Background: an optimization exercise with open tools, aiming at small area. Do not read the settings as production practice. The RTL was checked by simulation tests, not by an equivalence proof against the original design. Power and IR drop assume default switching activity.

**flow/config.mk**
```make
export PLATFORM = sky130hd
export DESIGN_NAME = battleship
export DESIGN_NICKNAME = battleship
export VERILOG_FILES = /design/flow/design.v
export SDC_FILE = /design/flow/constraint.sdc
export NUM_CORES = 4
export LEC_CHECK = 0
export CAP_MARGIN = 20
export CORE_MARGIN = 2
export CORE_UTILIZATION = 40
export SLEW_MARGIN = 20
```
**flow/constraint.sdc**
```tcl
create_clock -name core_clock -period 5.0 [get_ports {clk}]
set_input_delay 1.0000 -clock core_clock [delete_from_list [all_inputs] [get_ports {clk}]]
set_output_delay 1.0000 -clock core_clock [all_outputs]
set_load 0.01 [all_outputs]
```
**flow/design.v**
```verilog
module battleship (
  input            clk  ,
  input            rst  ,
  input            start,
  input      [1:0] X    ,
  input      [1:0] Y    ,
  input            pAb  ,
  input            pBb  ,
  output reg [7:0] disp0,
  output reg [7:0] disp1,
  output reg [7:0] disp2,
  output reg [7:0] disp3,
  output reg [7:0] led
);
parameter IDLE = 0, DISPLAY_A = 1, INPUT_A = 2, ERROR_A = 3, DISPLAY_B = 4, INPUT_B = 5, ERROR_B = 6, SHOW_SCORE = 7;
parameter SHOOT_A = 8, SINK_A = 9, WIN_A = 10, SHOOT_B = 11, SINK_B = 12, WIN_B = 13, OVRWIN_A = 14, OVRWIN_B = 15;
reg [3:0] cState; 
reg [2:0] input_counter;  
reg [15:0] matrixA, matrixB;
reg [3:0] scoreA, scoreB, overallA, overallB;
reg [1:0] XQ, YQ;
reg buttonA, buttonB, Z, lastWinner;
reg [5:0] clk_counter;
always @(posedge clk) begin
  if (rst) begin
    input_counter <= 0;
    matrixA <= 0;
    matrixB <= 0;
    scoreA <= 0;
    scoreB <= 0;
    overallA <= 0;
    overallB <= 0;
    clk_counter <= 0;
    Z <= 0;
    cState <= IDLE;
    lastWinner <= 0;
  end 
  else begin
    XQ <= X;
    YQ <= Y;
    buttonA <= pAb;
    buttonB <= pBb;
    case (cState)
      IDLE: begin
        if (start) begin
          clk_counter <= 0;
          if(lastWinner)
            cState <= DISPLAY_B;
          else
            cState <= DISPLAY_A;
        end
        else begin
          cState <= IDLE;
        end
      end
      DISPLAY_A: begin
        if (clk_counter == 49) begin
          clk_counter <= 0;
          cState <= INPUT_A;
        end
        else begin
          clk_counter <= clk_counter + 1;
          cState <= DISPLAY_A;
        end
      end
      INPUT_A: begin
        if (buttonA) begin
          if (matrixA[{YQ,XQ}] == 1) begin
            clk_counter <= 0;
            cState <= ERROR_A;
          end
          else begin
            matrixA[{YQ,XQ}] <= 1;
            if (input_counter == 3) begin 
              clk_counter <= 0;
              input_counter <= 0;
              if(lastWinner)
                cState <= SHOW_SCORE;
              else
                cState <= DISPLAY_B;
            end
            else begin
              input_counter <= input_counter + 1;
              clk_counter <= clk_counter + 1;
              cState <= INPUT_A;
            end
          end
        end
        else begin
          matrixA <= matrixA;
          cState <= INPUT_A;
        end
      end
      ERROR_A: begin
        if (clk_counter == 49) begin
          clk_counter <= 0;
          cState <= INPUT_A;
        end
        else begin
          clk_counter <= clk_counter + 1;
          cState <= ERROR_A;
        end
      end
      DISPLAY_B: begin
        if (clk_counter == 49) begin
          clk_counter <= 0;
          cState <= INPUT_B;
        end
        else begin
          clk_counter <= clk_counter + 1;
          cState <= DISPLAY_B;
        end
      end
      INPUT_B: begin
        if (buttonB) begin
          if (matrixB[{YQ,XQ}] == 1) begin
            clk_counter <= 0;
            cState <= ERROR_B;
          end
          else begin
            matrixB[{YQ,XQ}] <= 1;
            if (input_counter == 3) begin 
              input_counter <= 0;
              clk_counter <= 0;
              if(lastWinner)
                cState <= DISPLAY_A;
              else
                cState <= SHOW_SCORE;
            end
            else begin
              input_counter <= input_counter + 1;
              clk_counter <= clk_counter + 1;
              cState <= INPUT_B;
            end
          end
        end
        else begin
          matrixB <= matrixB;
          cState <= INPUT_B;
        end
      end
      ERROR_B: begin
        if (clk_counter == 49) begin
          clk_counter <= 0;
          cState <= INPUT_B;
        end
        else begin
          clk_counter <= clk_counter + 1;
          cState <= ERROR_B;
        end
      end
      SHOW_SCORE: begin
        if (clk_counter == 49) begin
          clk_counter <= 0;
          if(lastWinner)
            cState <= SHOOT_B;
          else
            cState <= SHOOT_A;
        end
        else begin
          clk_counter <= clk_counter + 1;
          cState <= SHOW_SCORE;
        end 
      end
      SHOOT_A: begin
        if (buttonA) begin
          if (matrixB[{YQ,XQ}] == 1) begin
            scoreA <= scoreA + 1;
            Z <= matrixB[{YQ,XQ}];
            matrixB[{YQ,XQ}] <= 0;
          end
          else begin
            scoreA <= scoreA;
            Z <= matrixB[{YQ,XQ}];
          end
          clk_counter <= 0;
          cState <= SINK_A;
        end
        else begin
          matrixA <= matrixA;
          clk_counter <= clk_counter + 1;
          cState <= SHOOT_A;
        end
      end
      SINK_A: begin
        if (clk_counter == 49) begin
          clk_counter <= 0;
          if (scoreA == 4) begin
            clk_counter <= 0;
            overallA <= overallA + 1;
            cState <= WIN_A;
          end
          else begin
            cState <= SHOOT_B;
          end
        end
        else begin
          clk_counter <= clk_counter + 1;
          cState <= SINK_A;
        end
      end
      SHOOT_B: begin
        if (buttonB) begin
          if (matrixA[{YQ,XQ}] == 1) begin
            scoreB <= scoreB + 1;
            Z <= matrixA[{YQ,XQ}];
            matrixA[{YQ,XQ}] <= 0;
          end
          else begin
            scoreB <= scoreB;
            Z <= matrixA[{YQ,XQ}];
          end
          clk_counter <= 0;
          cState <= SINK_B;
        end
        else begin
          matrixB <= matrixB;
          clk_counter <= clk_counter + 1;
          cState <= SHOOT_B;
        end
      end
      SINK_B: begin
        if (clk_counter == 49) begin
          clk_counter <= 0;
          if (scoreB == 4) begin
            clk_counter <= 0;
            overallB <= overallB + 1; 
            cState <= WIN_B;
          end
          else
            cState <= SHOOT_A;
        end
        else begin
          clk_counter <= clk_counter + 1;
          cState <= SINK_B;
        end
      end
      WIN_A: begin
        if (clk_counter == 49) begin
          clk_counter <= 0;
          if(overallA == 2) begin
            cState <= OVRWIN_A;
          end
          else begin
            matrixA <= 0;
            matrixB <= 0;
            scoreA <= 0;
            scoreB <= 0;
            input_counter <= 0;
            Z <= 0;
            lastWinner <= 0;
            cState <= DISPLAY_A;
          end
        end
        else begin
          clk_counter <= clk_counter + 1;
          cState <= WIN_A;
        end
      end
      WIN_B: begin
        if (clk_counter == 49) begin
          clk_counter <= 0;
          if(overallB == 2) begin
            cState <= OVRWIN_B;
          end
          else begin
            matrixA <= 0;
            matrixB <= 0;
            scoreA <= 0;
            scoreB <= 0;
            input_counter <= 0;
            Z <= 0;
            lastWinner <= 1;
            cState <= DISPLAY_B;
          end
        end
        else begin
          clk_counter <= clk_counter + 1;
          cState <= WIN_B;
        end
      end
      OVRWIN_A: begin
        cState <= OVRWIN_A;
      end
      OVRWIN_B: begin
        cState <= OVRWIN_B;
      end
      default: begin
        cState <= IDLE;
      end
    endcase
  end
end
always @(*) begin
  disp3 = 8'b00000000;
  disp2 = 8'b00000000;
  disp1 = 8'b00000000;
  disp0 = 8'b00000000;
  led = 8'b00000000;
  case (cState)
    IDLE: begin
      disp3 = 8'b00000110;  
      disp2 = 8'b01011110;  
      disp1 = 8'b00111000;  
      disp0 = 8'b01111001;  
      led = 8'b10011001;
    end
    DISPLAY_A: begin
      disp3 = 8'b01110111;
      disp2 = 8'b00000000;
      disp1 = 8'b00000000;
      disp0 = 8'b00000000;
    end
    INPUT_A: begin
      disp3 = 8'b00000000;
      disp2 = 8'b00000000;
      if (XQ == 2'b00)
        disp1 = 8'b00111111;
      else if (XQ == 2'b01)
        disp1 = 8'b00000110;
      else if (XQ == 2'b10)
        disp1 = 8'b01011011;
      else if (XQ == 2'b11)
        disp1 = 8'b01001111;
      else 
        disp1 = 8'b00000000;
      if (YQ == 2'b00)
        disp0 = 8'b00111111;
      else if (YQ == 2'b01)
        disp0 = 8'b00000110;
      else if (YQ == 2'b10)
        disp0 = 8'b01011011;
      else if (YQ == 2'b11)
        disp0 = 8'b01001111;
      else 
        disp0 = 8'b00000000;
      led = 8'b10000000;
      led[5:4] = input_counter;
    end
    ERROR_A: begin
      disp3 = 8'b01111001;  
      disp2 = 8'b01010000;  
      disp1 = 8'b01010000;  
      disp0 = 8'b01011100;  
      led = 8'b10011001;
    end
    DISPLAY_B: begin
      disp3 = 8'b01111100;
      disp2 = 8'b00000000;
      disp1 = 8'b00000000;
      disp0 = 8'b00000000;
      led = 8'b10011001;
    end
    INPUT_B: begin
      disp3 = 8'b00000000;
      disp2 = 8'b00000000;
      if (XQ == 2'b00)
        disp1 = 8'b00111111;
      else if (XQ == 2'b01)
        disp1 = 8'b00000110;
      else if (XQ == 2'b10)
        disp1 = 8'b01011011;
      else if (XQ == 2'b11)
        disp1 = 8'b01001111;
      else 
        disp1 = 8'b00000000;
      if (YQ == 2'b00)
        disp0 = 8'b00111111;
      else if (YQ == 2'b01)
        disp0 = 8'b00000110;
      else if (YQ == 2'b10)
        disp0 = 8'b01011011;
      else if (YQ == 2'b11)
        disp0 = 8'b01001111;
      else 
        disp0 = 8'b00000000;
      led = 8'b00000001;
      led[3:2] = input_counter;
    end
    ERROR_B: begin
      disp3 = 8'b01111001;  
      disp2 = 8'b01010000;  
      disp1 = 8'b01010000;  
      disp0 = 8'b01011100;  
      led = 8'b10011001;
    end
    SHOW_SCORE: begin
      disp3 = 8'b00000000;
      disp2 = 8'b00111111;
      disp1 = 8'b01000000;
      disp0 = 8'b00111111;
      led = 8'b10011001;
    end
    SHOOT_A: begin
      disp3 = 8'b00000000;
      disp2 = 8'b00000000;
      if (XQ == 2'b00)
        disp1 = 8'b00111111;
      else if (XQ == 2'b01)
        disp1 = 8'b00000110;
      else if (XQ == 2'b10)
        disp1 = 8'b01011011;
      else if (XQ == 2'b11)
        disp1 = 8'b01001111;
      else 
        disp1 = 8'b00000000;
      if (YQ == 2'b00)
        disp0 = 8'b00111111;
      else if (YQ == 2'b01)
        disp0 = 8'b00000110;
      else if (YQ == 2'b10)
        disp0 = 8'b01011011;
      else if (YQ == 2'b11)
        disp0 = 8'b01001111;
      else 
        disp0 = 8'b00000000;
      led = 8'b00000000;
      led[5:4] = scoreA[1:0];
      led[3:2] = scoreB[1:0];
      led[7] = 1;
    end
    SINK_A: begin
      disp3 = 8'b00000000;
      if (scoreA == 2'b00)
        disp2 = 8'b00111111;
      else if (scoreA == 2'b01)
        disp2 = 8'b00000110;
      else if (scoreA == 2'b10)
        disp2 = 8'b01011011;
      else if (scoreA == 2'b11)
        disp2 = 8'b01001111;
      else if (scoreA == 3'b100)
        disp2 = 8'b01100110;
      else 
        disp2 = 8'b00000000;
      disp1 = 8'b01000000;
      if (scoreB == 2'b00)
        disp0 = 8'b00111111;
      else if (scoreB == 2'b01)
        disp0 = 8'b00000110;
      else if (scoreB == 2'b10)
        disp0 = 8'b01011011;
      else if (scoreB == 2'b11)
        disp0 = 8'b01001111;
      else if (scoreB == 3'b100)
        disp0 = 8'b01100110;
      else 
        disp0 = 8'b00000000;
      if (Z)
        led = 8'b11111111;
      else 
        led = 8'b00000000;
    end
    SHOOT_B: begin
      disp3 = 8'b00000000;
      disp2 = 8'b00000000;
      if (XQ == 2'b00)
        disp1 = 8'b00111111;
      else if (XQ == 2'b01)
        disp1 = 8'b00000110;
      else if (XQ == 2'b10)
        disp1 = 8'b01011011;
      else if (XQ == 2'b11)
        disp1 = 8'b01001111;
      else 
        disp1 = 8'b00000000;
      if (YQ == 2'b00)
        disp0 = 8'b00111111;
      else if (YQ == 2'b01)
        disp0 = 8'b00000110;
      else if (YQ == 2'b10)
        disp0 = 8'b01011011;
      else if (YQ == 2'b11)
        disp0 = 8'b01001111;
      else 
        disp0 = 8'b00000000;
      led = 8'b00000000;
      led[5:4] = scoreA[1:0];
      led[3:2] = scoreB[1:0];
      led[0] = 1;
    end
    SINK_B: begin
      disp3 = 8'b00000000;
      if (scoreA == 2'b00)
        disp2 = 8'b00111111;
      else if (scoreA == 2'b01)
        disp2 = 8'b00000110;
      else if (scoreA == 2'b10)
        disp2 = 8'b01011011;
      else if (scoreA == 2'b11)
        disp2 = 8'b01001111;
      else if (scoreA == 3'b100)
        disp2 = 8'b01100110;
      else 
        disp2 = 8'b00000000;
      disp1 = 8'b01000000;
      if (scoreB == 2'b00)
        disp0 = 8'b00111111;
      else if (scoreB == 2'b01)
        disp0 = 8'b00000110;
      else if (scoreB == 2'b10)
        disp0 = 8'b01011011;
      else if (scoreB == 2'b11)
        disp0 = 8'b01001111;
      else if (scoreB == 3'b100)
        disp0 = 8'b01100110;
      else 
        disp0 = 8'b00000000;
      if (Z)
          led = 8'b11111111;
      else 
          led = 8'b00000000;
    end
    WIN_A: begin
      disp3 = 8'b00000000;
      if (overallA == 2'b00)
        disp2 = 8'b00111111;
      else if (overallA == 2'b01)
        disp2 = 8'b00000110;
      else if (overallA == 2'b10)
        disp2 = 8'b01011011;
      disp1 =  8'b01000000;
      if (overallB == 2'b00)
        disp0 = 8'b00111111;
      else if (overallB == 2'b01)
        disp0 = 8'b00000110;
      else if (overallB == 2'b10)
        disp0 = 8'b01011011;
      led <= 8'b10101010;
    end
    WIN_B: begin
      disp3 = 8'b00000000;
      if (overallA == 2'b00)
        disp2 = 8'b00111111;
      else if (overallA == 2'b01)
        disp2 = 8'b00000110;
      else if (overallA == 2'b10)
        disp2 = 8'b01011011;
      disp1 =  8'b01000000;
      if (overallB == 2'b00)
        disp0 = 8'b00111111;
      else if (overallB == 2'b01)
        disp0 = 8'b00000110;
      else if (overallB == 2'b10)
        disp0 = 8'b01011011;
      led <= 8'b10101010;
    end
    OVRWIN_A: begin
      disp3 = 8'b01110111;
      disp2 = 8'b01011011;
      disp1 =  8'b01000000;
      if (overallB == 2'b00)
        disp0 = 8'b00111111;
      else if (overallB == 2'b01)
        disp0 = 8'b00000110;
      else if (overallB == 2'b10)
        disp0 = 8'b01011011;
      led <= 8'b10101010;
    end
    OVRWIN_B: begin
      disp3 = 8'b01111100;
      if (overallA == 2'b00)
        disp2 = 8'b00111111;
      else if (overallA == 2'b01)
        disp2 = 8'b00000110;
      else if (overallA == 2'b10)
        disp2 = 8'b01011011;
      disp1 = 8'b01000000;
      disp0 = 8'b01011011; 
      led <= 8'b10101010;
    end
    default: begin
      disp3 = 8'b00000000;
      disp2 = 8'b00000000;
      disp1 = 8'b00000000;
      disp0 = 8'b00000000;
      led = 8'b00000000;
    end
  endcase
end
endmodule
```
**flow/run.sh**
```bash
#!/bin/bash
# synth_recipe.tcl (not shown) runs the flow's synth.tcl, then flattens the netlist and writes it again
# the make line also repeats each setting of config.mk as NAME=value (left out here)
make -C /OpenROAD-flow-scripts/flow DESIGN_CONFIG=/design/flow/config.mk WORK_HOME=/design/flow/orfs CLKGATE_MAP_FILE= SYNTH_SCRIPT=/design/flow/synth_recipe.tcl finish
```
==> run summary <==
worst min-delay path: cells and delay by family (launching register included):
family / cells / cell delay, ns
buffers and inverters: 1 / 0.05
AO/OA/AOI/OAI: 1 / 0.05
flip-flops: 1 / 0.31
state kept, by name, indices dropped and copies added (netlist names):
name           cells
XQ                 2
YQ                 2
Z                  1
buttonA            1
buttonB            1
cState             4
clk_counter        6
input_counter      3
lastWinner         1
matrixA           16
matrixB           16
overallA           4
overallB           4
scoreA             4
scoreB             4
layout by cell type (no fill, tap or decap), drive strengths merged, types with 7 or more instances in the layout:
| cell | n |
|---|---|
| o211ai | 9 |
| nand2b | 12 |
| a21o | 18 |
| ha | 26 |
| a21oi | 66 |
| a311oi | 12 |
| nor3 | 19 |
| buf | 15 |
| nor2b | 11 |
| nand2 | 64 |
| nor2 | 71 |
| inv | 46 |
| clkdlybuf4s50 | 43 |
| a221oi | 14 |
| mux2i | 8 |
| o21ai | 64 |
| dfxtp | 63 |
| mux2 | 8 |
| o22ai | 17 |
| clkbuf | 12 |
| nor4 | 7 |
| o2111ai | 7 |
| nand3 | 20 |
| a31oi | 10 |
| or3 | 7 |
where the power goes:
group	switching, W	internal [W]	total, W	leakage [nW]
combinational	0.000162	0.0000886	0.000250	1.60
clock	0.000264	0.000368	0.000632	0.138
sequential	0.0000164	0.000563	0.000580	0.567
through the flow:
step	utilization (%)	cell area, µm²	hold slack [ns]	total power (W)	cells
2_1_floorplan	-	5822	0.4259	0.0007504	770
3_3_place_gp	43.72	6282	0.4376	0.0008337	947
6_report	45.81	6583	0.4515	0.001462	966
5_1_grt	45.79	6580	0.4740	0.001514	965
3_5_place_dp	43.77	6290	0.4435	0.0008348	948
4_1_cts	45.78	6578	0.4522	0.001468	964
cells by family (layout without fill, tap and decap cells):
logic type	Yosys count	in the layout	share of synthesized area, %
compound gates	295	295	36.56
simple gates	242	242	20.09
fa+ha+maj	26	26	5.599
flops	69	69	24.81
other cells	1	6	0.06454
buf+inv	110	120	8.204
xor+xnor	6	6	0.9044
mux	18	18	3.768
worst paths after layout:
kind              start         end  cells past startpoint
min reg2reg  matrixA[2]  matrixA[2]                      2
max reg2reg   cState[0]  matrixA[7]                      7
min          matrixA[2]  matrixA[2]                      2
max           cState[2]    disp2[3]                      7
layer usage:
| metal | vias up | routed length [µm] | share of wire, % | GRT usage [%] |
|---|---|---|---|---|
| met5 | - | 0 | 0 | 0 |
| met4 | 0 | 553 | 2.7 | 10.18 |
| met3 | 51 | 1931 | 9.4 | 4.854 |
| met2 | 331 | 9149 | 44 | 38.54 |
| met1 | 2984 | 8983 | 44 | 36.73 |
| li1 | 2892 | - | - | - |
layout make-up:
| cell class | instances | area [µm²] |
|---|---|---|
| repair buffers | 58 | 540.5 |
| clock buffers | 12 | 257.7 |
| diodes | 2 | 5.005 |
| fillers | 1444 | 7786 |
| well taps | 184 | 230.2 |
| clock inverters | 4 | 30.03 |
| flip-flops and latches | 69 | 1443 |
| inverters | 46 | 172.7 |
| multi-input cells | 591 | 3904 |
==> metrics.csv <==
metric,value,unit
status,finished clean,
hold buffer count at cts,0,
final hold vios,0,
Clock Skew,0.008409,ns
Initial DRC Count,807,
max_cap viols,0,
reg2reg setup slack,1.52,ns
layout cells sized above 1,9.615,%
largest driver fanout on the critical path,21,
GRT Util Overall,25.84,%
total core area,0.01437,mm²
CP Launch Type,register,
die area,0.01551,mm²
nets@finish,810,
Max-slew headroom,39.15,%
family with the most delay on the worst path,simple AND/OR/NAND/NOR gates,
initial core utilization,40.44,%
CP Capture Type,primary output,
"Seq/Total Area, Yosys",24.81,%
pin count of the biggest net entering global routing,39,
"antenna viol nets, final",0,
Total Routed Length,20620,µm
Final TNS setup,0,ns
floorplan row count,44,
"count leader, synth",nor2_1,
total grt overflow,0,
Slew @ Worst Pin,0.9058,ns
DRC viols,0,
slowest cell delay on critical path,0.75,ns
CTS resizes,0,
clk buf depth,2,
initial antenna violation count,2,
Post-DP HPWL,15420,µm
leading cell types by count after synthesis,"nor2_1, a21oi_1, dfxtp_1, nand2_1, o21ai_0",
RSZ-0062 raised after global routing,false,
clk sink count,69,
drt first pass iters,6,
Most used DFF post-synth,dfxtp_1,
PD cells,222.1,mW/mm²
vias per cell,6.478,
Worst-path clk slew,0.06,ns
vias in the first global route,5697,
synthesized area,0.005811,mm²
PnR worst setup slack,0.5111,ns
I/O pin count,49,
routed vias,6258,
# port buffers,44,
CP Class,register to primary output,
"Async S/R FF share, synth",0,%
Area Overhead vs Synth,13.29,%
Die Ht,124.5,µm
setup bufs post-CTS,0,
Synth Instances,767,
peak supply drop,0.1684,mV
routability cong.,0.9794,
Area contributors post-synth,"dfxtp_1, a21oi_1, ha_1, o21ai_0, nor2_1",
Post-synth EDFFs,6,
WP data required,4.00,ns
"Buf+Inv Stages, Crit Path",1,
post-synth cell types,88,
Worst EP arrival,3.49,ns
highest clock rate,0.2228,GHz
Final Slew Violations,0,
CP max-delay cell,dfxtp_1,
synthesis-stage register bit count,69,
Setup WS pre-CTS,1.021,ns
routed length per instance,21.34,µm
H-tree depth,3,
post-synth top area cell,dfxtp_1,
TritonCTS clock tree,done,
clock latency on the worst-skew pair,0.34,ns
total CTS buffers,9,
Final period util,89.78,%
root buf cell,clkbuf_16,
width of the die,124.5,µm
leak pwr,2.308,nW
Hold Crit Class,register to register,
Syn. warnings,1,
Synth top area share,21.71,%
global-route wire length before repair,31910,µm
crit path cell chain,nor2b_1 -> nor2_1 -> nor3b_1 -> nand2_1 -> o311ai_0 -> nand2b_1 -> clkdlybuf4s50_1,
Syn Area/Cell,7.576,µm²
Final Critical Period,4.489,ns
Setup Viol. Count Final,0,

separate check: timing with driven ports:
No port has a modelled driver above. Below, the same layout with a new extraction and two added sets of constraints. Step 1 (the two cells are an assumption about what drives the block):
set clk [get_ports {clk}]
set_driving_cell -lib_cell sky130_fd_sc_hd__clkbuf_16 $clk
set_driving_cell -lib_cell sky130_fd_sc_hd__buf_2 [delete_from_list [all_inputs] $clk]
Step 2, shift: input delay + t, output delay - t, t = (earliest + latest rising clock arrival at the registers) / 2. This alone moves slack from input paths to output paths. a / b / c = ideal / step 1 / step 2; a / b = the first two.
t (ns): 0.383
setup WS [ns]: 0.511 / 0.468 / 0.851
worst setup path after step 2: register to output
After both steps setup and hold are still met in this run. The setup slack of this run moves by -0.043 ns with the drivers and by +0.340 ns with both steps.
